This design comes from an exercise in tuning for small area on the open sky130 flow, not from production work.
RTL that was checked went through simulation tests only; none was proved equivalent to the original.
Only the layout flow was run in runs 1 and 2; the RTL was not checked for function there.

==> design/flow/run.sh <==
#!/bin/bash
# synth_recipe.tcl (not shown) runs the flow's synth.tcl, then flattens the netlist and writes it again
# the make line also repeats each setting of config.mk as NAME=value (left out here)
make -C /OpenROAD-flow-scripts/flow DESIGN_CONFIG=/design/flow/config.mk WORK_HOME=/design/flow/orfs CLKGATE_MAP_FILE= SYNTH_SCRIPT=/design/flow/synth_recipe.tcl finish
==> design/flow/config.mk <==
export PLATFORM = sky130hd
export DESIGN_NAME = isc_cpu_top
export DESIGN_NICKNAME = isc_cpu_top
export VERILOG_FILES = /design/flow/design.v
export SDC_FILE = /design/flow/constraint.sdc
export NUM_CORES = 4
export LEC_CHECK = 0
export ABC_AREA = 0
export CAP_MARGIN = 20
export CORE_MARGIN = 2
export CORE_UTILIZATION = 40
export CTS_BUF_LIST = sky130_fd_sc_hd__clkbuf_8 sky130_fd_sc_hd__clkbuf_16
export CTS_CLUSTER_DIAMETER = 60
export CTS_CLUSTER_SIZE = 24
export SLEW_MARGIN = 20
export SYNTH_HIERARCHICAL = 1
==> design/flow/constraint.sdc <==
create_clock -name core_clock -period 40.0 [get_ports {clk_i}]
set_input_delay 8.0000 -clock core_clock [delete_from_list [all_inputs] [get_ports {clk_i}]]
set_output_delay 8.0000 -clock core_clock [all_outputs]
set_load 0.01 [all_outputs]
==> design/flow/design.v <==
module ao32 (d, s, y);
    input [31:0] d;
    input [31:0] s;
    output y;
    assign y = |(d & s);
endmodule
module inst_mode (inst_i, code_o);
    input [31:0] inst_i;
    output [20:0] code_o;
wire [7:0] op = inst_i[31:24];
wire im = inst_i[19];
wire o_add = (op == 8'b00000001);
wire o_sub = (op == 8'b00000010);
wire o_and = (op == 8'b00000101);
wire o_or  = (op == 8'b00000110);
wire o_rsh = (op == 8'b00001000);
wire o_lsh = (op == 8'b00001001);
wire o_mul = (op == 8'b00000011);
wire o_div = (op == 8'b00000100);
wire o_not = (op == 8'b00000111);
wire o_mov = (op == 8'b00001010);
wire o_mvo = (op == 8'b00001011);
wire o_mvi = (op == 8'b00001100);
wire o_jmp = (op == 8'b00001101);
wire o_ej  = (op == 8'b00001110);
wire o_nej = (op == 8'b00001111);
wire o_mth = (op == 8'b00010000);
wire o_wt  = (op == 8'b00010001);
wire ar = o_add | o_sub | o_and | o_or | o_rsh | o_lsh;
wire [2:0] arx = o_sub ? 3'd1 : o_and ? 3'd2 : o_or ? 3'd3 :
                 o_rsh ? 3'd4 : o_lsh ? 3'd5 : 3'd0;
wire imf  = im & ar;
wire rgf  = ~im & (ar | o_mth | o_mvo);
wire grp  = ~im & (o_mul | o_div | o_jmp | o_ej | o_nej | o_not | o_mov);
wire movi = im & o_mov;
wire noti = im & o_not;
wire mvi  = im & o_mvi;
wire sgl  = ~(imf | rgf | grp | movi | noti | mvi);
wire [2:0] rsub = o_mth ? 3'd6 : o_mvo ? 3'd7 : arx;
wire [2:0] gcls = sgl ? 3'd7 :
                  o_mul ? 3'd0 : o_div ? 3'd1 : o_jmp ? 3'd2 :
                  o_ej ? 3'd3 : o_nej ? 3'd4 : o_not ? 3'd5 : 3'd6;
wire [2:0] scode = (o_wt & (inst_i[23] == inst_i[22])) ? 3'd1 :
                   (im & (o_jmp | o_ej | o_nej)) ? 3'd2 :
                   (im & o_mul) ? 3'd3 :
                   (im & o_div) ? 3'd4 : 3'd0;
wire [1:0] msub = movi ? 2'd0 : noti ? 2'd1 : mvi ? 2'd3 : 2'd2;
wire [20:0] c;
assign c[20:18] = imf ? arx : rgf ? 3'd6 : 3'd7;
assign c[17:11] = inst_i[17:11];
assign c[10:8]  = sgl ? scode : inst_i[10:8];
assign c[7:5]   = (grp | sgl) ? gcls : inst_i[7:5];
assign c[4:3]   = inst_i[4:3];
assign c[2]     = rgf ? rsub[2] : inst_i[2];
assign c[1:0]   = imf ? inst_i[1:0] : rgf ? rsub[1:0] : msub;
assign code_o = c ^ 21'b111_0000000_001_111_000_10;
endmodule
module add8 (a, b, ci, s, co);
    input [7:0] a;
    input [7:0] b;
    input ci;
    output [7:0] s;
    output co;
    wire [8:0] c;
    assign c[0] = ci;
    genvar k;
    generate
        for (k = 0; k < 8; k = k + 1) begin : fa
            assign s[k] = a[k] ^ b[k] ^ c[k];
            assign c[k+1] = (a[k] & b[k]) | (a[k] & c[k]) | (b[k] & c[k]);
        end
    endgenerate
    assign co = c[8];
endmodule
module mul8 (a, b, p);
    input [7:0] a;
    input [7:0] b;
    output [15:0] p;
    wire [7:0] s [0:7];
    wire [7:0] c [0:7];
    genvar i, j;
    assign s[0] = a & {8{b[0]}};
    assign c[0] = 8'd0;
    generate
        for (i = 1; i < 8; i = i + 1) begin : row
            for (j = 0; j < 8; j = j + 1) begin : col
                wire x = a[j] & b[i];
                wire y;
                if (j < 7) begin : yi
                    assign y = s[i-1][j+1];
                end else begin : yz
                    assign y = 1'b0;
                end
                wire z = c[i-1][j];
                assign s[i][j] = x ^ y ^ z;
                assign c[i][j] = (x & y) | (x & z) | (y & z);
            end
        end
        for (i = 0; i < 8; i = i + 1) begin : lo
            assign p[i] = s[i][0];
        end
    endgenerate
    wire [7:0] fc;
    assign fc[0] = 1'b0;
    generate
        for (j = 0; j < 7; j = j + 1) begin : fin
            wire x = s[7][j+1];
            wire z = c[7][j];
            assign p[8+j] = x ^ z ^ fc[j];
            if (j < 6) begin : cc
                assign fc[j+1] = (x & z) | (x & fc[j]) | (z & fc[j]);
            end else begin : cl
                assign p[15] = c[7][7] ^ ((x & z) | (x & fc[j]) | (z & fc[j]));
            end
        end
    endgenerate
endmodule
module dpg (t, nd, x, g);
    input t, nd;
    output x, g;
    assign x = t ^ nd;
    assign g = t & nd;
endmodule
module dpgn (t, nd, xn, gn);
    input t, nd;
    output xn, gn;
    assign xn = ~(t ^ nd);
    assign gn = ~(t & nd);
endmodule
module dcye (x, g, c, cn);
    input x, g, c;
    output cn;
    assign cn = ~(g | (x & c));
endmodule
module dcyo (xn, gn, cn, c);
    input xn, gn, cn;
    output c;
    assign c = ~(gn & (xn | cn));
endmodule
module dsm (x, c, t, q, r);
    input x, c, t, q;
    output r;
    assign r = q ? (x ^ c) : t;
endmodule
module div16 (n, d, q);
    input [15:0] n;
    input [15:0] d;
    output [15:0] q;
    wire [15:0] nd = ~d;
    wire [15:0] rem [0:15];
    genvar g, b;
    generate
        for (g = 0; g < 16; g = g + 1) begin : row
            wire [g:0] t;
            if (g == 0) begin : t0
                assign t = n[15];
            end else begin : tn
                assign t = {rem[g-1][g-1:0], n[15-g]};
            end
            wire [g+1:0] c;
            wire [g:0] r;
            assign c[0] = 1'b1;
            for (b = 0; b <= g; b = b + 1) begin : bt
                wire x, gg;
                if (b % 2 == 0) begin : ev
                    dpg  p (.t(t[b]), .nd(nd[b]), .x(x), .g(gg));
                    dcye y (.x(x), .g(gg), .c(c[b]), .cn(c[b+1]));
                end else begin : od
                    dpgn p (.t(t[b]), .nd(nd[b]), .xn(x), .gn(gg));
                    dcyo y (.xn(x), .gn(gg), .cn(c[b]), .c(c[b+1]));
                end
                if (g < 15) begin : s
                    dsm m (.x(x), .c(c[b]), .t(t[b]), .q(q[15-g]), .r(r[b]));
                end
            end
            wire hz;
            if (g < 15) begin : h0
                assign hz = |d[15:g+1];
            end else begin : h1
                assign hz = 1'b0;
            end
            if ((g + 1) % 2 == 0) begin : qe
                assign q[15-g] = ~hz & c[g+1];
            end else begin : qo
                assign q[15-g] = ~hz & ~c[g+1];
            end
            if (g < 15) begin : rr
                assign rem[g] = r;
            end else begin : rz
                assign rem[g] = 16'd0;
            end
        end
    endgenerate
endmodule
module isc_cpu_top (
     clk_i
    ,rst_i
    ,rst_rom_i
    ,mode_sel_i
    ,en_w_rom_i
    ,w_rom_addr_i
    ,w_rom_data_i
    ,instruction_i
    ,reg_watcher_o
    ,pc_o
    ,wb_en_o
    ,wb_addr_1_o
    ,wb_data_1_o
    ,wb_addr_2_o
    ,wb_data_2_o
);
    input clk_i;
    input rst_i;
    input rst_rom_i;
    input mode_sel_i;
    input en_w_rom_i;
    input [15:0] w_rom_addr_i;
    input [31:0] w_rom_data_i;
    input [31:0] instruction_i;
    output [7:0] reg_watcher_o;
    output [15:0] pc_o;
    output wb_en_o;
    output [4:0] wb_addr_1_o;
    output [7:0] wb_data_1_o;
    output [4:0] wb_addr_2_o;
    output [7:0] wb_data_2_o;
genvar g, b;
reg        en_reg_q;
reg        en_ram_q;
reg [7:0]  d1_q;       
reg [4:0]  a1_q;       
reg [7:0]  d2_q;
reg [2:0]  a2_q;       
reg [15:0] pc_q;
reg [1:0]  bub_q;
reg [4:0]  pcf_q;      
reg        romw_q;     
reg [20:0] c_q;        
reg        zr_q;       
reg        zm_q;       
wire [20:0] enc_w;
wire [20:0] enc_i;
inst_mode enc_rom (.inst_i(w_rom_data_i), .code_o(enc_w));
inst_mode enc_imm (.inst_i(instruction_i), .code_o(enc_i));
wire [20:0] rom_wd = rst_rom_i ? (21'b111_0000000_000_111_000_10 ^ 21'b111_0000000_001_111_000_10) : enc_w;
wire [31:0] rom_col [0:20];
generate
    for (g = 0; g < 32; g = g + 1) begin : romw
        reg [20:0] q;
        always @(posedge clk_i)
            if (rst_rom_i | (en_w_rom_i & (w_rom_addr_i[4:0] == g)))
                q <= rom_wd;
        for (b = 0; b < 21; b = b + 1) begin : c
            assign rom_col[b][g] = q[b];
        end
    end
endgenerate
wire [7:0] wd1 = d1_q & {8{~rst_i}};
wire [7:0] wd2 = d2_q & {8{~rst_i}};
wire [7:0]  reg_q [0:31];
wire [31:0] reg_col [0:7];
wire [31:0] ram_col [0:7];
generate
    for (g = 0; g < 32; g = g + 1) begin : regw
        reg [7:0] q;
        wire w1 = en_reg_q & (a1_q == g);
        wire w2;
        if (g == 0) begin : p0
            assign w2 = en_reg_q & (a2_q == 3'd0);
        end else if (g == 23) begin : p23
            assign w2 = en_reg_q & (a2_q == 3'd1);
        end else if (g == 25) begin : p25
            assign w2 = en_reg_q & (a2_q == 3'd2);
        end else if (g == 26) begin : p26
            assign w2 = en_reg_q & (a2_q == 3'd3);
        end else if (g == 31) begin : p31
            assign w2 = en_reg_q & (a2_q == 3'd4);
        end else begin : pn
            assign w2 = 1'b0;
        end
        always @(posedge clk_i)
            if (rst_i | w1 | w2)
                q <= w2 ? wd2 : wd1;
        assign reg_q[g] = q;
        for (b = 0; b < 8; b = b + 1) begin : c
            assign reg_col[b][g] = q[b];
        end
    end
    for (g = 0; g < 32; g = g + 1) begin : ramw
        reg [7:0] q;
        always @(posedge clk_i)
            if (rst_i | (en_ram_q & (a1_q == g)))
                q <= wd1;
        for (b = 0; b < 8; b = b + 1) begin : c
            assign ram_col[b][g] = q[b];
        end
    end
endgenerate
assign reg_watcher_o = reg_q[5'd22];
wire slot    = (bub_q == 2'd0);
wire rom_en  = slot & mode_sel_i & ~romw_q;
wire imm_en  = slot & ~mode_sel_i;
wire [31:0] rom_sel;
generate
    for (g = 0; g < 32; g = g + 1) begin : rsel
        assign rom_sel[g] = rom_en & (pcf_q == g);
    end
endgenerate
wire [20:0] rom_rd;
generate
    for (b = 0; b < 21; b = b + 1) begin : rrd
        ao32 u (.d(rom_col[b]), .s(rom_sel), .y(rom_rd[b]));
    end
endgenerate
wire [20:0] fetch = rom_rd | (enc_i & {21{imm_en}});
always @(posedge clk_i) begin
    pcf_q  <= pc_q[4:0];
    romw_q <= en_w_rom_i & ~rst_rom_i;
    if (rst_i) begin
        bub_q <= 2'd0;
        c_q   <= 21'b111_0000000_000_111_000_10 ^ 21'b111_0000000_001_111_000_10;
    end
    else begin
        bub_q <= mode_sel_i ? bub_q + 2'd1 : 2'd0;
        c_q   <= fetch;
    end
end
wire [20:0] c = c_q ^ 21'b111_0000000_001_111_000_10;
wire [2:0] top = c[20:18];
wire is_regf = (top == 3'd6);
wire is_misc = (top == 3'd7);
wire is_immf = ~is_regf & ~is_misc;
wire [2:0] opx = is_regf ? c[2:0] : top;
wire arith   = ~is_misc & ~(opx[2] & opx[1]);
wire op_add  = arith & (opx == 3'd0);
wire op_sub  = arith & (opx == 3'd1);
wire op_and  = arith & (opx == 3'd2);
wire op_or   = arith & (opx == 3'd3);
wire op_rsh  = arith & (opx == 3'd4);
wire op_lsh  = arith & (opx == 3'd5);
wire op_mth  = is_regf & (c[2:0] == 3'd6);
wire op_mvo  = is_regf & (c[2:0] == 3'd7);
wire op_movi = is_misc & (c[1:0] == 2'd0);
wire op_noti = is_misc & (c[1:0] == 2'd1);
wire grp     = is_misc & (c[1:0] == 2'd2);
wire op_mvi  = is_misc & (c[1:0] == 2'd3);
wire [2:0] gc = c[7:5];
wire op_mul  = grp & (gc == 3'd0);
wire op_div  = grp & (gc == 3'd1);
wire op_jmp  = grp & (gc == 3'd2);
wire op_ej   = grp & (gc == 3'd3);
wire op_nej  = grp & (gc == 3'd4);
wire op_not  = grp & (gc == 3'd5);
wire op_mov  = grp & (gc == 3'd6);
wire sgl     = grp & (gc == 3'd7);
wire op_nop  = sgl & (c[10:8] == 3'd0);
wire op_ws   = sgl & (c[10:8] == 3'd1);
wire op_jmpi = sgl & (c[10:8] == 3'd2);
wire op_muli = sgl & (c[10:8] == 3'd3);
wire op_divi = sgl & (c[10:8] == 3'd4);
wire [4:0] a_addr = is_immf ? c[9:5] : c[17:13];
wire [4:0] b_addr = c[12:8];
wire [4:0] d_addr = c[7:3];
wire [4:0] m_addr = c[6:2];
wire [7:0] imm    = c[17:10];
wire [31:0] sel_a, sel_b, sel_d, sel_m;
generate
    for (g = 0; g < 32; g = g + 1) begin : dsel
        assign sel_a[g] = ~zr_q & (a_addr == g);
        assign sel_b[g] = ~zr_q & (b_addr == g);
        assign sel_d[g] = ~zr_q & (d_addr == g);
        assign sel_m[g] = ~zm_q & (m_addr == g);
    end
endgenerate
wire [7:0] R1;
wire [7:0] R2;
wire [4:0] R3;
wire [7:0] RM;
generate
    for (b = 0; b < 8; b = b + 1) begin : rd
        ao32 u1 (.d(reg_col[b]), .s(sel_a), .y(R1[b]));
        ao32 u2 (.d(reg_col[b]), .s(sel_b), .y(R2[b]));
        ao32 um (.d(ram_col[b]), .s(sel_m), .y(RM[b]));
        if (b < 5) begin : r3
            ao32 u3 (.d(reg_col[b]), .s(sel_d), .y(R3[b]));
        end
    end
endgenerate
wire [7:0] opB = is_immf ? imm : R2;
wire inv = op_sub | op_mth | op_ej | op_nej;
wire cin = op_sub | op_ej | op_nej;
wire [7:0] sum;
wire cout;
add8 u_add (.a(R1), .b(opB ^ {8{inv}}), .ci(cin), .s(sum), .co(cout));
wire carry = opB[7] & R1[7];
wire neg   = ~cout;
wire gt    = cout;
wire eq    = (sum == 8'd0);
function [7:0] rev8;
    input [7:0] x;
    rev8 = {x[0], x[1], x[2], x[3], x[4], x[5], x[6], x[7]};
endfunction
wire [7:0] shx = op_lsh ? rev8(R1) : R1;
wire [7:0] shr = (|opB[7:3]) ? 8'd0 : (shx >> opB[2:0]);
wire [15:0] prod;
mul8 u_mul (.a(R1), .b(R2), .p(prod));
wire [15:0] quo;
div16 u_div (.n({reg_q[24], reg_q[23]}), .d({R1, R2}), .q(quo));
wire [7:0] mx = gt ? R1 : R2;
reg [7:0] d1_n;
reg [7:0] d2_n;
reg [4:0] a1_n;
reg [2:0] a2_n;
always @(*) begin
    d1_n = 8'd0;
    d2_n = 8'd0;
    a1_n = 5'd0;
    a2_n = 3'd0;
    if (op_add | op_sub) d1_n = sum;
    if (op_and) d1_n = R1 & opB;
    if (op_or)  d1_n = R1 | opB;
    if (op_rsh) d1_n = shr;
    if (op_lsh) d1_n = rev8(shr);
    if (op_mth) d1_n = mx;
    if (op_mul) d1_n = prod[15:8];
    if (op_div) d1_n = quo[15:8];
    if (op_not) d1_n = ~R1;
    if (op_mov | op_mvo) d1_n = R1;
    if (op_movi) d1_n = imm;
    if (op_noti) d1_n = ~imm;
    if (op_mvi) d1_n = RM;
    if (op_add) d2_n = {8{carry}};
    if (op_sub) d2_n = {8{neg}};
    if (op_mth) d2_n = {8{gt}};
    if (op_mul) d2_n = prod[7:0];
    if (op_div) d2_n = quo[7:0];
    if (arith) a1_n = is_immf ? c[4:0] : c[7:3];
    if (op_movi | op_noti) a1_n = c[9:5];
    if (op_not | op_mov) a1_n = c[12:8];
    if (op_mth | op_mvo) a1_n = R3;
    if (op_mul | op_div | op_muli) a1_n = 5'd24;
    if (op_mvi) a1_n = 5'd28;
    if (op_add) a2_n = 3'd3;
    if (op_sub) a2_n = 3'd2;
    if (op_mth) a2_n = 3'd4;
    if (op_mul | op_div | op_muli) a2_n = 3'd1;
end
wire hold  = op_jmp | op_ej | op_nej;
wire wrreg = ~(op_mvo | op_ws | op_jmpi | op_nop);
wire [15:0] pc_inc;
wire [16:0] ic;
assign ic[0] = 1'b1;
generate
    for (b = 0; b < 16; b = b + 1) begin : inc
        assign pc_inc[b] = pc_q[b] ^ ic[b];
        assign ic[b+1] = pc_q[b] & ic[b];
    end
endgenerate
wire wrap = (|pc_q[15:5]) | (&pc_q[4:0]);
wire [15:0] pc_adv = mode_sel_i ? (wrap ? 16'd0 : pc_inc) : pc_q;
wire [15:0] tgt = zr_q ? 16'd0 : {reg_q[30], reg_q[29]};
reg [15:0] pc_n;
always @(*) begin
    pc_n = pc_adv;
    if (op_jmp) pc_n = {R1, R2};
    if (op_ej)  pc_n = eq ? tgt : pc_inc;
    if (op_nej) pc_n = eq ? pc_inc : tgt;
    if (op_jmpi) pc_n = pc_inc;
    if (op_ws)  pc_n = pc_q;
end
always @(posedge clk_i) begin
    zr_q <= en_reg_q;
    zm_q <= en_ram_q;
    if (rst_i) begin
        en_reg_q <= 1'b0;
        en_ram_q <= 1'b0;
        pc_q     <= 16'd0;
    end
    else begin
        pc_q <= pc_n;
        if (~hold) begin
            en_reg_q <= wrreg;
            en_ram_q <= op_mvo;
        end
    end
    if (~hold) begin
        d1_q <= d1_n;
        d2_q <= d2_n;
        a1_q <= a1_n;
        a2_q <= a2_n;
    end
end
assign pc_o = pc_q;
assign wb_en_o = en_reg_q;
assign wb_addr_1_o = a1_q;
assign wb_data_1_o = d1_q;
assign wb_data_2_o = d2_q;
assign wb_addr_2_o = (a2_q == 3'd1) ? 5'd23 :
                     (a2_q == 3'd2) ? 5'd25 :
                     (a2_q == 3'd3) ? 5'd26 :
                     (a2_q == 3'd4) ? 5'd31 : 5'd0;
endmodule
==> results of run 1 <==
kinds of logic after synthesis:
logic type	synth area share (%)
flip-flops	61.1
adder cells (fa/ha/maj)	5.10
other	0.00615
AND/OR/NAND/NOR	10.1
buffers and inverters	2.72
multiplexers	0.862
AO/OA/AOI/OAI	18.1
XOR/XNOR	1.95
final cells by class:
class,count,area (um2),area share (%)
repair buffers,278,2410,3.48
clock inverters,84,1160,1.68
clock buffers,94,2350,3.40
well taps,2030,2540,3.67
inverters,240,902,1.30
flip-flops and latches,1257,37300,53.8
multi-input cells,3161,22600,32.7
diodes,3,7.51,0.0108
Yosys stat by module (local to each module, per instance):
module / flip-flops and latches / area, um2
dcyo: 0 / 5.00
div16: 0 / 248
ao32: 0 / 158
dsm: 0 / 17.5
dcye: 0 / 8.76
isc_cpu_top: 1257 / 44300
dpg: 0 / 12.5
dpgn: 0 / 20.0
inst_mode: 0 / 734
add8: 0 / 198
mul8: 0 / 1580
cells in the mapped netlist, types with 26 or more instances:
| cell type | count |
|---|---|
| a21o_1 | 55 |
| a21oi_1 | 229 |
| a21oi_2 | 72 |
| a22oi_1 | 756 |
| a22oi_2 | 50 |
| and2_1 | 49 |
| buf_2 | 26 |
| buf_4 | 30 |
| clkbuf_1 | 82 |
| dfxtp_1 | 49 |
| edfxtp_1 | 1208 |
| fa_1 | 56 |
| ha_1 | 159 |
| inv_1 | 240 |
| mux2i_1 | 30 |
| nand2_1 | 155 |
| nand2b_1 | 57 |
| nand3_1 | 29 |
| nand4_1 | 216 |
| nor2_1 | 391 |
| nor2b_1 | 60 |
| nor3_1 | 58 |
| o21ai_0 | 113 |
| o21ai_1 | 79 |
| o21bai_1 | 35 |
| or4_1 | 54 |
| xnor2_1 | 134 |
layer usage:
layer	vias to the layer above	GRT usage, %
met5	-	0
met4	6	9.45
met3	366	5.10
met2	2069	40.8
met1	21800	34.5
li1	19400	-
metrics by stage:
stage / cell area [um2] / hold WS (ns) / TNS (ns)
final: 69200 / 0.430 / 0
after CTS: 68900 / 0.428 / 0
after global routing: 69200 / 0.460 / -0.0367
after detailed placement: 65400 / 0.416 / 0
after global placement: 65300 / 0.405 / 0
after floorplan: 61100 / 0.380 / 0
sequential cells by signal, indices dropped and copies added (netlist names), 2 cells and up:
| register | count |
|---|---|
| romw.q | 672 |
| ramw.q | 256 |
| regw.q | 256 |
| c_q | 21 |
| pc_q | 16 |
| d1_q | 8 |
| d2_q | 8 |
| a1_q | 5 |
| pcf_q | 5 |
| a2_q | 3 |
| bub_q | 2 |
repair_timing:
action	4_1_cts	5_1_grt
buffers inserted	0	15
endpoints found under the setup margin	0	1
resized for setup	0	46
worst max-delay path: cells and delay by family, from the launching register on:
kind	cells	cell delay, ns
AO/OA/AOI/OAI	136	22.39
adder cells (fa/ha/maj)	15	4.20
buffers and inverters	19	2.20
flip-flops	1	0.30
AND/OR/NAND/NOR	32	7.33
layout by cell type (no fill, tap or decap), types with 14 or more instances in the layout:
cell type,Yosys,routed
buf_4,30,153
a211oi_1,20,20
or4_1,54,54
o22ai_1,14,14
nor2_2,1,17
nand4_1,216,216
a21oi_2,72,72
o21ai_1,79,78
nor4_1,18,15
edfxtp_1,1208,1208
a21o_1,55,54
xnor2_1,134,134
dfxtp_1,49,46
o21bai_1,35,19
mux2_2,17,17
nor2b_1,60,39
fa_1,56,56
nor3_1,58,47
o21ai_0,113,112
ha_1,159,159
a22oi_1,756,755
and2_1,49,48
conb_1,1,31
nand3_1,29,29
inv_1,240,233
nor2_1,391,371
inv_8,0,14
a22oi_2,50,51
clkdlybuf4s50_1,0,116
nor2b_2,0,21
nand2b_1,57,54
nor3b_1,16,14
o211ai_1,19,19
clkbuf_16,0,94
mux2i_1,30,29
nand2_1,155,155
a21oi_1,229,227
worst min path at each step:
stage | end | slack (ns) | cells past startpoint | start
detailed placement | bub_q[0]$_SDFF_PP0_ | 0.42 | 1 | bub_q[0]$_SDFF_PP0_
CTS | bub_q[0]$_SDFF_PP0_ | 0.43 | 1 | bub_q[0]$_SDFF_PP0_
finish | bub_q[0]$_SDFF_PP0_ | 0.43 | 1 | bub_q[0]$_SDFF_PP0_
floorplan | zm_q$_DFF_P_ | 0.38 | 0 | en_ram_q$_SDFFE_PP0N_
global route | bub_q[0]$_SDFF_PP0_ | 0.46 | 1 | bub_q[0]$_SDFF_PP0_
global placement | bub_q[0]$_SDFF_PP0_ | 0.40 | 1 | bub_q[0]$_SDFF_PP0_
==> Implementation_results.wiki, run 1 <==
{| class="wikitable"
! Metric !! Value
|-
| Result of the run || finished clean
|-
| Final hold violation count || 0
|-
| CTS tree || yes
|-
| Count of filler cells inserted in the layout || 13900
|-
| Horizontal die dimension || 394 um
|-
| Mean number of vias per cell || 6.11
|-
| Max Buffers Root-to-Sink || 3
|-
| Count of nets left with antenna violations after detail routing || 0
|-
| FF-to-FF End || d2_q[0]$_DFFE_PN_
|-
| Number of DRC markers after the initial detailed-route iteration || 5094
|-
| Netlist cell types || 95
|-
| Clock transition time at the flip-flop clock pins of the worst setup and hold paths || 0.08 ns
|-
| Slowest cell on the critical path || or4_1
|-
| Met3 wirelength from detailed routing || 17300 um
|-
| Most used flip-flop cell after synthesis || edfxtp_1
|-
| FFs w/ async S/R, synth || 0%
|-
| Maximum number of pins on one net before global-route repair || 71
|-
| Total GRT Usage || 25.5%
|-
| Number of buffers inserted by port buffering || 118
|-
| Category of the worst setup path launch point || flop
|-
| Area of the die || 156000 um2
|-
| Type of the most critical hold path || flop to flop
|-
| Endpoint kind of the worst setup timing path || flop
|-
| Netlist area before placement || 61000 um2
|-
| Remaining DRCs || 0
|-
| Area added between synthesis and finish || 13.6%
|-
| Total routed wire length on the met1 layer || 83300 um
|-
| Cell types occupying the most area after synthesis || edfxtp_1 60%, a22oi_1 9.3%, ha_1 3.3%, nor2_1 2.4%, nand4_1 2.2%
|-
| Portion of the post-synthesis area used by sequential elements || 61.1%
|-
| Number of buffers inserted for hold repair after clock tree synthesis || 0
|-
| Fin crit share || 91.8%
|-
| Data required time of the worst path || 40.56 ns
|-
| Total via count after detailed routing || 43700
|-
| # nets final || 5332
|-
| Number of antenna violations at the first check in global routing || 8
|-
| Wire length after detailed routing || 204000 um
|-
| Relative slew slack || 21.7%
|-
| Pins over their slew limit || 0
|-
| Number of synthesized register bits || 1257
|-
| Reg-to-Reg Start || c_q[19]$_SDFF_PP0_
|-
| HPWL after DPL || 141000 um
|-
| Vias in the first global route || 41500
|-
| Cells after DPL || 6949
|-
| Highest metal used || met5
|-
| I/O pins || 136
|-
| Capture point of the worst path || d2_q[0]$_DFFE_PN_
|-
| Maximum fanout along the worst path || 29
|-
| Worst setup skew after layout || 0.0737 ns
|-
| Category of the most critical setup path || flop to flop
|-
| Fin util || 45.6%
|-
| Fraction of layout instances using a drive strength above 1 || 12.2%
|-
| Inserted Clock Buffers || 94
|-
| Biggest area consumer among synthesized cells || edfxtp_1
|-
| Reg2Reg Setup Slack || 3.30 ns
|-
| Clock period minus worst slack || 36.70 ns
|-
| Critical path arrival || 37.26 ns
|-
| Site row count || 143
|-
| Post-route worst setup slack || 3.30 ns
|-
| First drt pass iteration count || 8
|-
| Starting density of the core || 40.2%
|-
| Final-report setup violation count || 0
|-
| R2R depth || 202
|-
| Routed length per instance || 28.6 um
|-
| Yosys top cell area share || 59.5%
|-
| Sinks on Clock Net || 1257
|-
| Sum of met2 wire segment lengths after detailed routing || 95000 um
|-
| Number of flops mapped to enable cells by yosys || 1208
|-
| Achievable frequency || 27.2 MHz
|-
| Critical Path Start || c_q[19]$_SDFF_PP0_
|-
| Setup WS pre-CTS || 1.42 ns
|-
| Placeable core region || 152000 um2
|-
| Max-capacitance violation count || 0
|-
| Synth Warn # || 9
|-
| Filler-free cell count of the finished design || 7147
|-
| Level count of the clock H-tree || 3
|-
| Clock network latency to the later pin of the worst-skew pair || 0.77 ns
|-
| Avg Inst Size Synth || 12.7 um2
|-
| Delay of the slowest cell on the worst path || 0.76 ns
|-
| Global-route wire length before repair || 291000 um
|-
| Die Span Y || 394 um
|-
| Number of standard cells after synthesis || 4782
|-
| Total overflow reported by the global router || 0
|-
| Transition time at the pin with the least slew margin || 1.17 ns
|-
| Crit path top cell by count || o21ai_1
|-
| Final RePlAce weighted congestion || 0.994
|-
| Cell at the root of the clock tree || clkbuf_16
|}
==> run 2, diff against run 1 <==
--- a/design/flow/config.mk
+++ b/design/flow/config.mk
@@ -11,5 +11,6 @@
 export CORE_UTILIZATION = 40
-export CTS_BUF_LIST = sky130_fd_sc_hd__clkbuf_8 sky130_fd_sc_hd__clkbuf_16
-export CTS_CLUSTER_DIAMETER = 60
-export CTS_CLUSTER_SIZE = 24
+export CTS_BUF_LIST = sky130_fd_sc_hd__clkbuf_8
+export CTS_CLUSTER_DIAMETER = 50
+export CTS_CLUSTER_SIZE = 20
+export GPL_TIMING_DRIVEN = 0
 export SLEW_MARGIN = 20
==> Implementation_results.wiki, run 2 <==
{| class="wikitable"
! Metric !! Value
|-
| Endpoint kind of the worst setup timing path || flop (unchanged)
|-
| Destination of the worst hold path || zm_q$_DFF_P_ (was bub_q[0]$_SDFF_PP0_)
|-
| Most used cells in the layout excluding fill and tap cells || 1208 x edfxtp_1, 750 x a22oi_1, 349 x nor2_1, 234 x inv_1, 226 x a21oi_1 (was 1208 x edfxtp_1, 755 x a22oi_1, 371 x nor2_1, 233 x inv_1, 227 x a21oi_1)
|-
| HPWL after DPL || 152000 um (was 141000 um)
|-
| Main combinational cell family by area after synthesis || compound AO/OA/AOI/OAI gates (unchanged)
|-
| Final hold violation count || 0 (unchanged)
|-
| Routed length per instance || 29.3 um (was 28.6 um)
|-
| Fin util || 46.3% (was 45.6%)
|-
| Fraction of synthesized cell area in xor and xnor cells || 1.95% (unchanged)
|-
| Pins over their slew limit || 0 (unchanged)
|-
| Min-Delay Startpoint || en_ram_q$_SDFFE_PP0N_ (was bub_q[0]$_SDFF_PP0_)
|-
| FFs w/ async S/R, synth || 0% (unchanged)
|-
| Most used flip-flop cell after synthesis || edfxtp_1 (unchanged)
|-
| Mean number of vias per cell || 6.14 (was 6.11)
|-
| Delay of the slowest cell on the worst path || 0.77 ns (was 0.76 ns)
|-
| Compound-cell area share of the yosys netlist || 18.1% (unchanged)
|-
| Cell types occupying the most area after synthesis || edfxtp_1 60%, a22oi_1 9.3%, ha_1 3.3%, nor2_1 2.4%, nand4_1 2.2% (unchanged)
|-
| I/O pins || 136 (unchanged)
|-
| Worst setup skew after layout || 0.0986 ns (was 0.0737 ns)
|-
| Post-synth top cells || 1208 x edfxtp_1, 756 x a22oi_1, 391 x nor2_1 (unchanged)
|-
| Remaining DRCs || 0 (unchanged)
|-
| Clock transition time at the flip-flop clock pins of the worst setup and hold paths || 0.10 ns (was 0.08 ns)
|-
| Data required time of the worst path || 40.56 ns (about the same)
|-
| Vias in the first global route || 42100 (was 41500)
|-
| Number of antenna violations at the first check in global routing || 15 (was 8)
|-
| First drt pass iteration count || 9 (was 8)
|-
| Placeable core region || 152000 um2 (unchanged)
|-
| Site row count || 143 (unchanged)
|-
| Transition time at the pin with the least slew margin || 1.24 ns (was 1.17 ns)
|-
| Reg2Reg Setup Slack || 2.59 ns (was 3.30 ns)
|-
| Number of buffers inserted by port buffering || 97 (was 118)
|-
| Biggest area consumer among synthesized cells || edfxtp_1 (unchanged)
|-
| Max Buffers Root-to-Sink || 3 (unchanged)
|-
| R2R depth || 208 (was 202)
|-
| Max-capacitance violation count || 0 (unchanged)
|-
| Cell at the root of the clock tree || clkbuf_8 (was clkbuf_16)
|-
| Category of the most critical setup path || flop to flop (unchanged)
|-
| Post-Synth Adder-Cell Area || 5.10% (unchanged)
|-
| Area of the die || 156000 um2 (unchanged)
|-
| Synth Warn # || 9 (unchanged)
|-
| Inserted Clock Buffers || 117 (was 94)
|-
| Number of DRC markers after the initial detailed-route iteration || 5113 (was 5094)
|-
| Sinks on Clock Net || 1257 (unchanged)
|-
| Horizontal die dimension || 394 um (unchanged)
|-
| Total GRT Usage || 26.4% (was 25.5%)
|-
| Total via count after detailed routing || 44800 (was 43700)
|-
| Proportion of synthesized area in mux cells || 0.862% (unchanged)
|-
| Critical path arrival || 37.97 ns (was 37.26 ns)
|-
| Fin crit share || 93.5% (was 91.8%)
|-
| Number of standard cells after synthesis || 4782 (unchanged)
|-
| Crit path top cell by count || a21oi_2 (was o21ai_1)
|-
| Type of the most critical hold path || flop to flop (unchanged)
|-
| Category of the worst setup path launch point || flop (unchanged)
|-
| Starting density of the core || 40.2% (unchanged)
|-
| CTS tree || yes (unchanged)
|-
| Cell depth of the worst setup path || 208 (was 202)
|-
| Slowest cell on the critical path || or4_4 (was or4_1)
|-
| Portion of the post-synthesis area used by sequential elements || 61.1% (unchanged)
|-
| Reg-to-Reg Start || c_q[6]$_SDFF_PP0_ (was c_q[19]$_SDFF_PP0_)
|-
| Leading cell type in the layout, fill and taps excluded || edfxtp_1 (unchanged)
|-
| Wire length after detailed routing || 213000 um (was 204000 um)
|-
| Count of filler cells inserted in the layout || 13800 (was 13900)
|-
| Number of buffers inserted for hold repair after clock tree synthesis || 0 (unchanged)
|-
| Avg Inst Size Synth || 12.7 um2 (unchanged)
|-
| Post-Route Setup TNS || 0 ns (unchanged)
|-
| Number of synthesized register bits || 1257 (unchanged)
|-
| Number of flops mapped to enable cells by yosys || 1208 (unchanged)
|-
| Cell depth of the worst min-delay path || 0 (was 1)
|-
| Clock network latency to the later pin of the worst-skew pair || 0.93 ns (was 0.77 ns)
|-
| Global-route wire length before repair || 301000 um (was 291000 um)
|-
| Largest registers || romw.q x672, ramw.q x256, regw.q x256 (unchanged)
|-
| Maximum number of pins on one net before global-route repair || 61 (was 71)
|-
| CP bufs+invs || 24 (was 19)
|-
| Simple-gate share of the synthesized area || 10.1% (unchanged)
|-
| Final RePlAce weighted congestion || 0.989 (was 0.994)
|-
| # nets final || 5454 (was 5332)
|-
| FF-to-FF End || d2_q[0]$_DFFE_PN_ (unchanged)
|-
| Achievable frequency || 26.7 MHz (was 27.2 MHz)
|-
| Count leader, synth || edfxtp_1 (unchanged)
|-
| Result of the run || finished clean (unchanged)
|-
| Die Span Y || 394 um (unchanged)
|-
| Fraction of layout instances using a drive strength above 1 || 14.7% (was 12.2%)
|-
| Top reg by flops || romw.q (unchanged)
|-
| Maximum fanout along the worst path || 14 (was 29)
|-
| Netlist area before placement || 61000 um2 (unchanged)
|-
| Final-report setup violation count || 0 (unchanged)
|-
| Relative slew slack || 16.4% (was 21.7%)
|-
| Yosys top cell area share || 59.5% (unchanged)
|-
| Netlist cell types || 95 (unchanged)
|-
| Count of nets left with antenna violations after detail routing || 0 (unchanged)
|-
| Level count of the clock H-tree || 3 (unchanged)
|-
| Clock period minus worst slack || 37.41 ns (was 36.70 ns)
|-
| Critical Path Start || c_q[6]$_SDFF_PP0_ (was c_q[19]$_SDFF_PP0_)
|-
| Area added between synthesis and finish || 15.1% (was 13.6%)
|-
| Number of flip-flops in the largest register || 672 (unchanged)
|-
| Delay-heaviest family, CP || compound AO/OA/AOI/OAI gates (unchanged)
|-
| Total overflow reported by the global router || 0 (unchanged)
|}
## run 2: cell counts after synthesis
No cell type changed its count.
## run 2: Yosys stat by module (local to each module, per instance)
module	flip-flops and latches	times used	area [um2]
dcyo	0	64	5.00
ao32	0	50	158
dpgn	0	64	20.0
dcye	0	72	8.76
inst_mode	0	2	734
mul8	0	1	1580
dsm	0	120	17.5
isc_cpu_top	1257	1	44300
add8	0	1	198
dpg	0	72	12.5
div16	0	1	248
## run 2: what timing repair did
action                     4_1_cts  5_1_grt
resized for setup               43       86
setup endpoints to repair        2        2
buffers inserted                 7       47
pin swaps                        5       26
cloned                           1        5
## run 2: worst max path at each step
stage / endpoint / slack, ns
6_report: d2_q[0]$_DFFE_PN_ / 2.59
5_1_grt: d2_q[0]$_DFFE_PN_ / -0.07
4_1_cts: d2_q[0]$_DFFE_PN_ / 0.08
3_5_place_dp: d2_q[0]$_DFFE_PN_ / -3.50
3_3_place_gp: d2_q[0]$_DFFE_PN_ / -11.95
2_1_floorplan: d2_q[0]$_DFFE_PN_ / 0.27
## run 2: worst reg2reg max path: cells and delay by family (launching register included)
kind,cells,cell delay [ns]
fa+ha+maj,15,3.69
simple gates,31,7.75
compound gates,138,22.36
flops,1,0.42
buf+inv,24,2.83
## run 2: logic make-up (layout without fill, tap and decap cells)
kind of cell | Yosys count | count (layout)
compound gates | 1548 | 1548
xor+xnor | 136 | 136
fa+ha+maj | 215 | 215
buf+inv | 395 | 830
flops | 1257 | 1257
mux | 49 | 49
other cells | 1 | 35
simple gates | 1181 | 1187
## run 2: layer usage
metal	vias up	track usage, %	routed length, um
li1	19700	-	-
met1	22500	36.1	87200
met2	2150	42.6	99100
met3	426	3.90	17400
met4	10	10.1	9670
met5	-	0	63
## run 2: area by class of cell
cell class | count | area [um2] | share of cell area (%)
repair buffers | 220 | 2520 | 3.60
flip-flops and latches | 1257 | 37300 | 53.1
clock inverters | 101 | 1260 | 1.79
well taps | 2030 | 2540 | 3.62
inverters | 240 | 932 | 1.33
diodes | 4 | 10.0 | 0.0143
clock buffers | 117 | 1610 | 2.29
multi-input cells | 3166 | 23300 | 33.2
plain buffers | 152 | 768 | 1.09
## run 2: metrics by stage
step	hold slack (ns)	std cells	setup slack (ns)	area [um2]
after floorplan	0.380	4812	0.272	61100
after global placement	0.408	6939	-11.95	64600
after detailed placement	0.411	7005	-3.50	66400
after CTS	0.381	7231	0.0765	69500
after global routing	0.387	7285	-0.0672	70200
final	0.410	7287	2.59	70200
==> run 3, diff against run 2 <==
--- a/design/flow/design.v
+++ b/design/flow/design.v
@@ -117,29 +117,2 @@
 endmodule
-module dpg (t, nd, x, g);
-    input t, nd;
-    output x, g;
-    assign x = t ^ nd;
-    assign g = t & nd;
-endmodule
-module dpgn (t, nd, xn, gn);
-    input t, nd;
-    output xn, gn;
-    assign xn = ~(t ^ nd);
-    assign gn = ~(t & nd);
-endmodule
-module dcye (x, g, c, cn);
-    input x, g, c;
-    output cn;
-    assign cn = ~(g | (x & c));
-endmodule
-module dcyo (xn, gn, cn, c);
-    input xn, gn, cn;
-    output c;
-    assign c = ~(gn & (xn | cn));
-endmodule
-module dsm (x, c, t, q, r);
-    input x, c, t, q;
-    output r;
-    assign r = q ? (x ^ c) : t;
-endmodule
 module div16 (n, d, q);
@@ -160,16 +133,7 @@
             wire [g+1:0] c;
-            wire [g:0] r;
+            wire [g:0] s;
             assign c[0] = 1'b1;
-            for (b = 0; b <= g; b = b + 1) begin : bt
-                wire x, gg;
-                if (b % 2 == 0) begin : ev
-                    dpg  p (.t(t[b]), .nd(nd[b]), .x(x), .g(gg));
-                    dcye y (.x(x), .g(gg), .c(c[b]), .cn(c[b+1]));
-                end else begin : od
-                    dpgn p (.t(t[b]), .nd(nd[b]), .xn(x), .gn(gg));
-                    dcyo y (.xn(x), .gn(gg), .cn(c[b]), .c(c[b+1]));
-                end
-                if (g < 15) begin : s
-                    dsm m (.x(x), .c(c[b]), .t(t[b]), .q(q[15-g]), .r(r[b]));
-                end
+            for (b = 0; b <= g; b = b + 1) begin : fa
+                assign s[b] = t[b] ^ nd[b] ^ c[b];
+                assign c[b+1] = (t[b] & nd[b]) | (t[b] & c[b]) | (nd[b] & c[b]);
             end
@@ -181,12 +145,4 @@
             end
-            if ((g + 1) % 2 == 0) begin : qe
-                assign q[15-g] = ~hz & c[g+1];
-            end else begin : qo
-                assign q[15-g] = ~hz & ~c[g+1];
-            end
-            if (g < 15) begin : rr
-                assign rem[g] = r;
-            end else begin : rz
-                assign rem[g] = 16'd0;
-            end
+            assign q[15-g] = ~hz & c[g+1];
+            assign rem[g] = q[15-g] ? s : t;
         end
--- a/design/flow/config.mk
+++ b/design/flow/config.mk
@@ -11,6 +11,3 @@
 export CORE_UTILIZATION = 40
-export CTS_BUF_LIST = sky130_fd_sc_hd__clkbuf_8
-export CTS_CLUSTER_DIAMETER = 50
-export CTS_CLUSTER_SIZE = 20
-export GPL_TIMING_DRIVEN = 0
+export PLACE_DENSITY = 0.6
 export SLEW_MARGIN = 20
==> Implementation_results.wiki, run 3 <==
{| class="wikitable"
! Metric !! Value
|-
| Result of the run || complete, but fails checks (was finished clean)
|-
| Set of violated layout checks || negative setup slack
|-
| Number of flip-flops in the largest register || 672 (unchanged)
|-
| Site row count || 142 (was 143)
|-
| Maximum fanout along the worst path || 6 (was 14)
|-
| Post-Synth Adder-Cell Area || 6.25% (was 5.10%)
|-
| Storage cell area || 37300 um2 (about the same)
|-
| Placeable core region || 150000 um2 (was 152000 um2)
|-
| Number of buffers inserted by port buffering || 118 (was 97)
|-
| Max-capacitance violation count || 0 (unchanged)
|-
| Simple-gate share of the synthesized area || 11.2% (was 10.1%)
|-
| Relative slew slack || 24.5% (was 16.4%)
|-
| Horizontal die dimension || 393 um (was 394 um)
|-
| Design area || 74200 um2 (was 70200 um2)
|-
| Avg Inst Size Synth || 13.2 um2 (was 12.7 um2)
|-
| Netlist cell types || 101 (was 95)
|-
| Crit path top cell by count || fa_2 (was a21oi_2)
|-
| Vias in the first global route || 44300 (was 42100)
|-
| Cell at the root of the clock tree || clkbuf_16 (was clkbuf_8)
|-
| Level count of the clock H-tree || 4 (was 3)
|-
| Max Buffers Root-to-Sink || 3 (unchanged)
|-
| Routed length per instance || 30.0 um (was 29.3 um)
|-
| Type of the most critical hold path || flop to flop (unchanged)
|-
| Fin crit share || 130% (was 93.5%)
|-
| Total overflow reported by the global router || 0 (unchanged)
|-
| Leading cell type in the layout, fill and taps excluded || edfxtp_1 (unchanged)
|-
| Cell types occupying the most area after synthesis || edfxtp_1 60%, a22oi_1 9.5%, fa_1 5.3%, nand4_1 2.2%, nor2_1 2.0% (was edfxtp_1 60%, a22oi_1 9.3%, ha_1 3.3%, nor2_1 2.4%, nand4_1 2.2%)
|-
| Endpoint kind of the worst setup timing path || flop (unchanged)
|-
| Area added between synthesis and finish || 22.4% (was 15.1%)
|-
| Clock transition time at the flip-flop clock pins of the worst setup and hold paths || 0.06 ns (was 0.10 ns)
|-
| FFs w/ async S/R, synth || 0% (unchanged)
|-
| Category of the most critical setup path || flop to flop (unchanged)
|-
| Final-report setup violation count || 3 (was 0)
|-
| Number of flops mapped to enable cells by yosys || 1208 (unchanged)
|-
| Maximum number of pins on one net before global-route repair || 78 (was 61)
|-
| Setup repair after global routing missed its margin || true
|-
| Biggest area consumer among synthesized cells || edfxtp_1 (unchanged)
|-
| Hold slack || 0.417 ns (was 0.410 ns)
|-
| First drt pass iteration count || 8 (was 9)
|-
| Inserted Clock Buffers || 137 (was 117)
|-
| Number of standard cells after synthesis || 4586 (was 4782)
|-
| Critical path arrival || 52.47 ns (was 37.97 ns)
|-
| Clock period minus worst slack || 51.87 ns (was 37.41 ns)
|-
| Destination of the worst hold path || bub_q[0]$_SDFF_PP0_ (was zm_q$_DFF_P_)
|-
| Largest registers || romw.q x672, ramw.q x256, regw.q x256 (unchanged)
|-
| I/O pins || 136 (unchanged)
|-
| Number of antenna violations at the first check in global routing || 23 (was 15)
|-
| Post-route worst setup slack || -11.87 ns (was 2.59 ns)
|-
| Yosys top cell area share || 59.9% (was 59.5%)
|-
| FF-to-FF End || d2_q[0]$_DFFE_PN_ (unchanged)
|-
| Main combinational cell family by area after synthesis || compound AO/OA/AOI/OAI gates (unchanged)
|-
| Number of buffers inserted for hold repair after clock tree synthesis || 0 (unchanged)
|-
| Global-route wire length before repair || 318000 um (was 301000 um)
|-
| Clock network latency to the later pin of the worst-skew pair || 0.82 ns (was 0.93 ns)
|-
| Fraction of synthesized cell area in xor and xnor cells || 0.246% (was 1.95%)
|-
| Netlist area before placement || 60600 um2 (was 61000 um2)
|-
| Reg-to-Reg Start || c_q[19]$_SDFF_PP0_ (was c_q[6]$_SDFF_PP0_)
|-
| Post-synth top cells || 1208 x edfxtp_1, 763 x a22oi_1, 328 x nor2_1 (was 1208 x edfxtp_1, 756 x a22oi_1, 391 x nor2_1)
|-
| Fraction of layout instances using a drive strength above 1 || 23.9% (was 14.7%)
|-
| Pins over their slew limit || 0 (unchanged)
|-
| Most used flip-flop cell after synthesis || edfxtp_1 (unchanged)
|-
| DP Area || 69000 um2 (was 66400 um2)
|-
| Final hold violation count || 0 (unchanged)
|-
| Count of nets left with antenna violations after detail routing || 0 (unchanged)
|-
| Achievable frequency || 19.3 MHz (was 26.7 MHz)
|-
| Total GRT Usage || 28.5% (was 26.4%)
|-
| HPWL after DPL || 156000 um (was 152000 um)
|-
| CTS tree || yes (unchanged)
|-
| Mean number of vias per cell || 6.17 (was 6.14)
|-
| # nets final || 5584 (was 5454)
|-
| R2R depth || 174 (was 208)
|-
| Slowest cell on the critical path || or4_4 (unchanged)
|-
| Category of the worst setup path launch point || flop (unchanged)
|-
| Remaining DRCs || 0 (unchanged)
|-
| Most used cells in the layout excluding fill and tap cells || 1208 x edfxtp_1, 745 x a22oi_1, 622 x buf_4, 274 x nor2_1, 234 x nand2_1 (was 1208 x edfxtp_1, 750 x a22oi_1, 349 x nor2_1, 234 x inv_1, 226 x a21oi_1)
|-
| Wire length after detailed routing || 223000 um (was 213000 um)
|-
| Die Span Y || 393 um (was 394 um)
|-
| Worst setup skew after layout || 0.0708 ns (was 0.0986 ns)
|-
| Sinks on Clock Net || 1257 (unchanged)
|-
| Data required time of the worst path || 40.60 ns (was 40.56 ns)
|-
| Cell depth of the worst min-delay path || 1 (was 0)
|-
| Synth Warn # || 9 (unchanged)
|-
| Transition time at the pin with the least slew margin || 1.12 ns (was 1.24 ns)
|-
| Compound-cell area share of the yosys netlist || 17.4% (was 18.1%)
|-
| Starting density of the core || 40.4% (was 40.2%)
|-
| Reg2Reg Setup Slack || -11.87 ns (was 2.59 ns)
|-
| Total via count after detailed routing || 45900 (was 44800)
|-
| Delay of the slowest cell on the worst path || 0.52 ns (was 0.77 ns)
|-
| Proportion of synthesized area in mux cells || 1.15% (was 0.862%)
|-
| Number of synthesized register bits || 1257 (unchanged)
|-
| Fin util || 49.4% (was 46.3%)
|-
| Final RePlAce weighted congestion || 1.03 (was 0.989)
|-
| Area of the die || 155000 um2 (was 156000 um2)
|-
| Number of DRC markers after the initial detailed-route iteration || 5858 (was 5113)
|-
| Multi-input combinational cell area || 23000 um2 (was 23300 um2)
|-
| Count of filler cells inserted in the layout || 13100 (was 13800)
|-
| Top reg by flops || romw.q (unchanged)
|-
| Count leader, synth || edfxtp_1 (unchanged)
|-
| Min-Delay Startpoint || bub_q[0]$_SDFF_PP0_ (was en_ram_q$_SDFFE_PP0N_)
|-
| Portion of the post-synthesis area used by sequential elements || 61.5% (was 61.1%)
|}
run 3: kinds of logic (layout without fill, tap and decap cells):
kind of cell / after synthesis / in the layout
other: 0 / 6
and+or+nand+nor: 1290 / 1290
muxes: 64 / 64
xor gates and xnor gates: 17 / 17
DFF: 1257 / 1257
adders and majority gates: 208 / 208
buffers and inverters: 324 / 1150
AOI/OAI and AO/OA: 1426 / 1426
run 3: layout make-up:
class	instances	area share, %
flip-flops and latches	1257	50.2
inverters	143	0.730
diodes	6	0.0202
clock inverters	83	1.41
well taps	2016	3.40
multi-input cells	3005	31.1
repair buffers	756	8.30
clock buffers	168	4.82
run 3: per-layer routing:
metal / routed length [um] / global-route usage (%) / part of all wire (%) / up-vias
li1: - / - / - / 19900
met1: 91000 / 39.2 / 41 / 23000
met2: 102000 / 44.3 / 46 / 2509
met3: 20600 / 5.88 / 9.2 / 482
met4: 9540 / 11.2 / 4.3 / 14
met5: 101 / 0 / 0.045 / -
run 3: timing repair:
item                                    CTS  global route
gates resized for setup                  33            26
pin swaps                                23            13
endpoints found under the setup margin    3             3
setup buffers                            29             5
run 3: worst max path at each step:
stage	start	endpoint	slack (ns)	cells past startpoint
global placement	c_q[8]$_SDFF_PP1_	d2_q[0]$_DFFE_PN_	-11.43	169
detailed placement	c_q[20]$_SDFF_PP0_	d2_q[0]$_DFFE_PN_	-12.14	171
floorplan	c_q[20]$_SDFF_PP0_	d2_q[0]$_DFFE_PN_	-12.84	182
finish	c_q[19]$_SDFF_PP0_	d2_q[0]$_DFFE_PN_	-11.87	174
CTS	c_q[20]$_SDFF_PP0_	d2_q[0]$_DFFE_PN_	-11.79	175
global route	c_q[20]$_SDFF_PP0_	d2_q[0]$_DFFE_PN_	-13.12	171
run 3: per-module statistics from Yosys (local to each module, per instance):
| module | flops+latches | times used | cells | cell area (um2) |
|---|---|---|---|---|
| isc_cpu_top | 1257 | 1 | 2512 | 44400 |
| add8 | 0 | 1 | 18 | 198 |
| mul8 | 0 | 1 | 165 | 1580 |
| inst_mode | 0 | 2 | 113 | 734 |
| ao32 | 0 | 50 | 21 | 158 |
| div16 | 0 | 1 | 615 | 5060 |
run 3: critical path, delay by kind of cell, from the launching register on:
kind            cells  cell delay, ns
flops               1            0.34
mux                 3            0.95
fa+ha+maj         112           39.30
simple gates       34            6.93
compound gates     17            2.95
buf+inv             8            1.15
run 3: per-stage QoR:
stage / cells / worst slack, ns / setup TNS [ns]
2_1_floorplan: 4586 / -12.84 / -27.42
3_3_place_gp: 7142 / -11.43 / -23.37
3_5_place_dp: 7143 / -12.14 / -25.42
4_1_cts: 7423 / -11.79 / -24.21
5_1_grt: 7430 / -13.12 / -28.14
6_report: 7434 / -11.87 / -24.79
==> run 4, diff against run 3 <==
--- a/design/flow/design.v
+++ b/design/flow/design.v
@@ -1 +1,18 @@
+module ao3n (d, s, yn);
+    input [2:0] d;
+    input [2:0] s;
+    output yn;
+    assign yn = ~|(d & s);
+endmodule
+module ao2n (d, s, yn);
+    input [1:0] d;
+    input [1:0] s;
+    output yn;
+    assign yn = ~|(d & s);
+endmodule
+module nand11 (a, y);
+    input [10:0] a;
+    output y;
+    assign y = ~&a;
+endmodule
 module ao32 (d, s, y);
@@ -4,3 +21,77 @@
     output y;
-    assign y = |(d & s);
+    wire [10:0] t;
+    genvar k;
+    generate
+        for (k = 0; k < 10; k = k + 1) begin : g
+            ao3n u (.d(d[3*k+2:3*k]), .s(s[3*k+2:3*k]), .yn(t[k]));
+        end
+    endgenerate
+    ao2n u10 (.d(d[31:30]), .s(s[31:30]), .yn(t[10]));
+    nand11 c (.a(t), .y(y));
+endmodule
+module pdh (a, hn);
+    input [2:0] a;
+    output [7:0] hn;
+    genvar i;
+    generate
+        for (i = 0; i < 8; i = i + 1) begin : h
+            assign hn[i] = ~(a == i);
+        end
+    endgenerate
+endmodule
+module pdl (a, en, ln);
+    input [1:0] a;
+    input en;
+    output [3:0] ln;
+    genvar i;
+    generate
+        for (i = 0; i < 4; i = i + 1) begin : l
+            assign ln[i] = ~(en & (a == i));
+        end
+    endgenerate
+endmodule
+module pdhf (a, f, hn);
+    input [2:0] a;
+    input f;
+    output [7:0] hn;
+    genvar i;
+    generate
+        for (i = 0; i < 8; i = i + 1) begin : h
+            assign hn[i] = ~(f | (a == i));
+        end
+    endgenerate
+endmodule
+module pdlf (a, en, f, ln);
+    input [1:0] a;
+    input en, f;
+    output [3:0] ln;
+    genvar i;
+    generate
+        for (i = 0; i < 4; i = i + 1) begin : l
+            assign ln[i] = ~(f | (en & (a == i)));
+        end
+    endgenerate
+endmodule
+module sel32 (hn, ln, y);
+    input [7:0] hn;
+    input [3:0] ln;
+    output [31:0] y;
+    genvar i, j;
+    generate
+        for (i = 0; i < 8; i = i + 1) begin : h
+            for (j = 0; j < 4; j = j + 1) begin : l
+                assign y[4*i+j] = ~(hn[i] | ln[j]);
+            end
+        end
+    endgenerate
+endmodule
+module rdec (a, en, y);
+    input [4:0] a;
+    input en;
+    output [31:0] y;
+    wire [7:0] hn;
+    wire [3:0] ln;
+    pdh  h (.a(a[4:2]), .hn(hn));
+    pdl  l (.a(a[1:0]), .en(en), .ln(ln));
+    sel32 s (.hn(hn), .ln(ln), .y(y));
 endmodule
@@ -117,2 +208,33 @@
 endmodule
+module dpg (t, nd, x, g);
+    input t, nd;
+    output x, g;
+    assign x = t ^ nd;
+    assign g = t & nd;
+endmodule
+module dxn (t, nd, xn);
+    input t, nd;
+    output xn;
+    assign xn = ~(t ^ nd);
+endmodule
+module dgn (t, nd, gn);
+    input t, nd;
+    output gn;
+    assign gn = ~(t & nd);
+endmodule
+module dcye (x, g, c, cn);
+    input x, g, c;
+    output cn;
+    assign cn = ~(g | (x & c));
+endmodule
+module dcyo (xn, gn, cn, c);
+    input xn, gn, cn;
+    output c;
+    assign c = ~(gn & (xn | cn));
+endmodule
+module dsm (x, c, t, q, r);
+    input x, c, t, q;
+    output r;
+    assign r = q ? (x ^ c) : t;
+endmodule
 module div16 (n, d, q);
@@ -133,7 +255,17 @@
             wire [g+1:0] c;
-            wire [g:0] s;
+            wire [g:0] r;
             assign c[0] = 1'b1;
-            for (b = 0; b <= g; b = b + 1) begin : fa
-                assign s[b] = t[b] ^ nd[b] ^ c[b];
-                assign c[b+1] = (t[b] & nd[b]) | (t[b] & c[b]) | (nd[b] & c[b]);
+            for (b = 0; b <= g; b = b + 1) begin : bt
+                wire x, gg;
+                if (b % 2 == 0) begin : ev
+                    dpg  p (.t(t[b]), .nd(nd[b]), .x(x), .g(gg));
+                    dcye y (.x(x), .g(gg), .c(c[b]), .cn(c[b+1]));
+                end else begin : od
+                    dxn  p (.t(t[b]), .nd(nd[b]), .xn(x));
+                    dgn  h (.t(t[b]), .nd(nd[b]), .gn(gg));
+                    dcyo y (.xn(x), .gn(gg), .cn(c[b]), .c(c[b+1]));
+                end
+                if (g < 15) begin : s
+                    dsm m (.x(x), .c(c[b]), .t(t[b]), .q(q[15-g]), .r(r[b]));
+                end
             end
@@ -145,4 +277,12 @@
             end
-            assign q[15-g] = ~hz & c[g+1];
-            assign rem[g] = q[15-g] ? s : t;
+            if ((g + 1) % 2 == 0) begin : qe
+                assign q[15-g] = ~hz & c[g+1];
+            end else begin : qo
+                assign q[15-g] = ~hz & ~c[g+1];
+            end
+            if (g < 15) begin : rr
+                assign rem[g] = r;
+            end else begin : rz
+                assign rem[g] = 16'd0;
+            end
         end
@@ -202,2 +342,8 @@
 wire [31:0] rom_col [0:20];
+wire [7:0] rwh;
+wire [3:0] rwl;
+wire [31:0] rom_we;
+pdhf  u_rwh (.a(w_rom_addr_i[4:2]), .f(rst_rom_i), .hn(rwh));
+pdlf  u_rwl (.a(w_rom_addr_i[1:0]), .en(en_w_rom_i), .f(rst_rom_i), .ln(rwl));
+sel32 u_rws (.hn(rwh), .ln(rwl), .y(rom_we));
 generate
@@ -206,3 +352,3 @@
         always @(posedge clk_i)
-            if (rst_rom_i | (en_w_rom_i & (w_rom_addr_i[4:0] == g)))
+            if (rom_we[g])
                 q <= rom_wd;
@@ -218,2 +364,10 @@
 wire [31:0] ram_col [0:7];
+wire [7:0] wh;
+wire [3:0] wl_reg, wl_ram;
+wire [31:0] reg_we, ram_we;
+pdhf  u_wh  (.a(a1_q[4:2]), .f(rst_i), .hn(wh));
+pdlf  u_wlg (.a(a1_q[1:0]), .en(en_reg_q), .f(rst_i), .ln(wl_reg));
+pdlf  u_wlm (.a(a1_q[1:0]), .en(en_ram_q), .f(rst_i), .ln(wl_ram));
+sel32 u_wsg (.hn(wh), .ln(wl_reg), .y(reg_we));
+sel32 u_wsm (.hn(wh), .ln(wl_ram), .y(ram_we));
 generate
@@ -221,3 +375,3 @@
         reg [7:0] q;
-        wire w1 = en_reg_q & (a1_q == g);
+        wire w1 = reg_we[g];
         wire w2;
@@ -237,3 +391,3 @@
         always @(posedge clk_i)
-            if (rst_i | w1 | w2)
+            if (w1 | w2)
                 q <= w2 ? wd2 : wd1;
@@ -247,3 +401,3 @@
         always @(posedge clk_i)
-            if (rst_i | (en_ram_q & (a1_q == g)))
+            if (ram_we[g])
                 q <= wd1;
@@ -259,7 +413,3 @@
 wire [31:0] rom_sel;
-generate
-    for (g = 0; g < 32; g = g + 1) begin : rsel
-        assign rom_sel[g] = rom_en & (pcf_q == g);
-    end
-endgenerate
+rdec u_rsel (.a(pcf_q), .en(rom_en), .y(rom_sel));
 wire [20:0] rom_rd;
@@ -322,10 +472,6 @@
 wire [31:0] sel_a, sel_b, sel_d, sel_m;
-generate
-    for (g = 0; g < 32; g = g + 1) begin : dsel
-        assign sel_a[g] = ~zr_q & (a_addr == g);
-        assign sel_b[g] = ~zr_q & (b_addr == g);
-        assign sel_d[g] = ~zr_q & (d_addr == g);
-        assign sel_m[g] = ~zm_q & (m_addr == g);
-    end
-endgenerate
+rdec u_sa (.a(a_addr), .en(~zr_q), .y(sel_a));
+rdec u_sb (.a(b_addr), .en(~zr_q), .y(sel_b));
+rdec u_sd (.a(d_addr), .en(~zr_q), .y(sel_d));
+rdec u_sm (.a(m_addr), .en(~zm_q), .y(sel_m));
 wire [7:0] R1;
--- a/design/flow/config.mk
+++ b/design/flow/config.mk
@@ -11,3 +11,5 @@
 export CORE_UTILIZATION = 40
-export PLACE_DENSITY = 0.6
+export CTS_BUF_LIST = sky130_fd_sc_hd__clkbuf_8 sky130_fd_sc_hd__clkbuf_16
+export CTS_CLUSTER_DIAMETER = 60
+export CTS_CLUSTER_SIZE = 24
 export SLEW_MARGIN = 20
==> Implementation_results.wiki, run 4 <==
{| class="wikitable"
! Metric !! Value
|-
| Cell types occupying the most area after synthesis || edfxtp_1 61%, a222oi_1 8.5%, nor2_1 2.9%, xnor2_1 2.9%, ha_1 2.0% (was edfxtp_1 60%, a22oi_1 9.5%, fa_1 5.3%, nand4_1 2.2%, nor2_1 2.0%)
|-
| Mean number of vias per cell || 6.31 (was 6.17)
|-
| Fraction of layout instances using a drive strength above 1 || 13.4% (was 23.9%)
|-
| Achievable frequency || 27.2 MHz (was 19.3 MHz)
|-
| Site row count || 141 (was 142)
|-
| Category of the most critical setup path || flop to flop (unchanged)
|-
| Total GRT Usage || 23.8% (was 28.5%)
|-
| Remaining DRCs || 0 (unchanged)
|-
| Max Buffers Root-to-Sink || 3 (unchanged)
|-
| Cell at the root of the clock tree || clkbuf_16 (unchanged)
|-
| Final RePlAce weighted congestion || 0.966 (was 1.03)
|-
| Result of the run || finished clean (was complete, but fails checks)
|-
| Fin crit share || 92.0% (was 130%)
|-
| Max-capacitance violation count || 0 (unchanged)
|-
| Crit path top cell by count || o21ai_1 (was fa_2)
|-
| Reg2Reg Setup Slack || 3.22 ns (was -11.87 ns)
|-
| Horizontal die dimension || 389 um (was 393 um)
|-
| Clock transition time at the flip-flop clock pins of the worst setup and hold paths || 0.08 ns (was 0.06 ns)
|-
| Global-route wire length before repair || 267000 um (was 318000 um)
|-
| Avg Inst Size Synth || 13.6 um2 (was 13.2 um2)
|-
| Most used flip-flop cell after synthesis || edfxtp_1 (unchanged)
|-
| Category of the worst setup path launch point || flop (unchanged)
|-
| Critical path arrival || 37.35 ns (was 52.47 ns)
|-
| Count of filler cells inserted in the layout || 13100 (about the same)
|-
| Final hold violation count || 0 (unchanged)
|-
| Area of the die || 151000 um2 (was 155000 um2)
|-
| Slowest cell on the critical path || a222oi_1 (was or4_4)
|-
| First drt pass iteration count || 17 (was 8)
|-
| Maximum fanout along the worst path || 27 (was 6)
|-
| Area added between synthesis and finish || 13.4% (was 22.4%)
|-
| Number of synthesized register bits || 1257 (unchanged)
|}
-- run 4: changes by cell type after synthesis, moves of 89 or more --
cell | previous run | this run
a22oi_1 | 763 | 3
a222oi_1 | 7 | 500
xnor2_1 | 7 | 195
nor2_1 | 328 | 461
fa_1 | 160 | 56
nand4_1 | 213 | 110
a21oi_1 | 127 | 216
-- run 4: modules after synthesis, one instance, submodules excluded, excerpt --
| module | flip-flops and latches | cells inside | cell area [um2] |
|---|---|---|---|
| pdl | 0 | 4 | 28.8 |
| dxn | 0 | 1 | 8.76 |
| isc_cpu_top | 1257 | 2066 | 42100 |
| pdlf | 0 | 6 | 32.5 |
| ao3n | 0 | 1 | 10.0 |
| pdh | 0 | 8 | 60.1 |
| dcye | 0 | 1 | 8.76 |
| dcyo | 0 | 1 | 5.00 |
| nand11 | 0 | 4 | 23.8 |
| ao2n | 0 | 1 | 12.5 |
-- run 4: logic make-up after synthesis --
logic type	Yosys count	share of synthesized area, %
compound gates	1187	16.4
xor+xnor	201	2.98
fa+ha+maj	151	3.90
buf+inv	263	2.36
flops	1257	63.0
mux	57	1.03
other cells	1	0.00634
simple gates	1236	10.4
-- run 4: how the worst max path moves through the flow --
stage,from,endpoint,cells after the start
after floorplan,c_q[5]$_SDFF_PP0_,d2_q[0]$_DFFE_PN_,192
after global placement,c_q[19]$_SDFF_PP0_,d2_q[0]$_DFFE_PN_,196
after detailed placement,c_q[19]$_SDFF_PP0_,d2_q[0]$_DFFE_PN_,196
after CTS,c_q[19]$_SDFF_PP0_,d2_q[0]$_DFFE_PN_,196
after global routing,c_q[8]$_SDFF_PP1_,d2_q[0]$_DFFE_PN_,200
final,c_q[20]$_SDFF_PP0_,d2_q[0]$_DFFE_PN_,201
-- run 4: final cells by class --
cell class	instances	area [um2]	share of cell area, %
inverter	118	443	0.660
sequential	1257	37300	55.5
antenna	4	10.0	0.0149
timing repair buffer	296	2550	3.80
clock buffer	93	2330	3.47
multi-input combinational	2863	21000	31.3
tap	1930	2410	3.60
clock inverter	78	1100	1.64
-- run 4: timing repair --
action | CTS | global route
setup buffers | 0 | 16
setup endpoints to repair | 0 | 2
gates resized for setup | 0 | 31
-- run 4: worst max-delay path, delay by kind of cell (launching register included) --
| kind | cells | cell delay, ns |
|---|---|---|
| AO/OA/AOI/OAI | 134 | 24.06 |
| AND/OR/NAND/NOR | 38 | 6.44 |
| buffers and inverters | 13 | 2.79 |
| XOR/XNOR | 11 | 1.53 |
| adder cells (fa/ha/maj) | 4 | 1.22 |
| flip-flops | 1 | 0.31 |
| multiplexers | 1 | 0.12 |
-- run 4: layer usage --
layer	part of all wire, %	track usage, %	up-vias
li1	-	-	18400
met1	40	32.1	20800
met2	46	37.7	2245
met3	9.9	5.11	372
met4	4.0	8.91	12
met5	0.043	0	-
-- run 4: per-stage QoR --
stage	worst slack [ns]	util, %
after floorplan	0.604	-
after detailed placement	1.14	43.0
after global placement	1.70	43.0
after CTS	0.923	45.3
after global routing	-0.0815	45.5
final	3.22	45.6

-- port drivers added, routing unchanged --
The results above use ideal ports. As a check the final layouts listed here were re-extracted and re-timed, cells and wires unchanged.
Step 1 assumes that a clkbuf_16 drives the clock port and a buf_2 every other input.
Step 2 moves the port delays by t, midway between the first and last clock arrival at a register: inputs arrive t later, outputs are due t later. That takes back most of the time a late clock gives input paths.
Three values: no drivers, after step 1, after step 2; two values: the first two.
run	shift t [ns]	slack for setup (ns)	hold slack, ns	worst setup path after step 2	cell pins on the clock port's net
run 1	0.822	3.297 / 3.297 / 3.297	0.430 / 0.430 / 0.430	register to register	1
run 2	0.976	2.588 / 2.588 / 2.588	0.410 / 0.410 / 0.410	register to register	1
run 3	0.861	-11.872 / -11.872 / -11.872	0.417 / 0.417 / 0.417	register to register	1
run 4	0.803	3.218 / 3.218 / 3.218	0.428 / 0.428 / 0.428	register to register	1
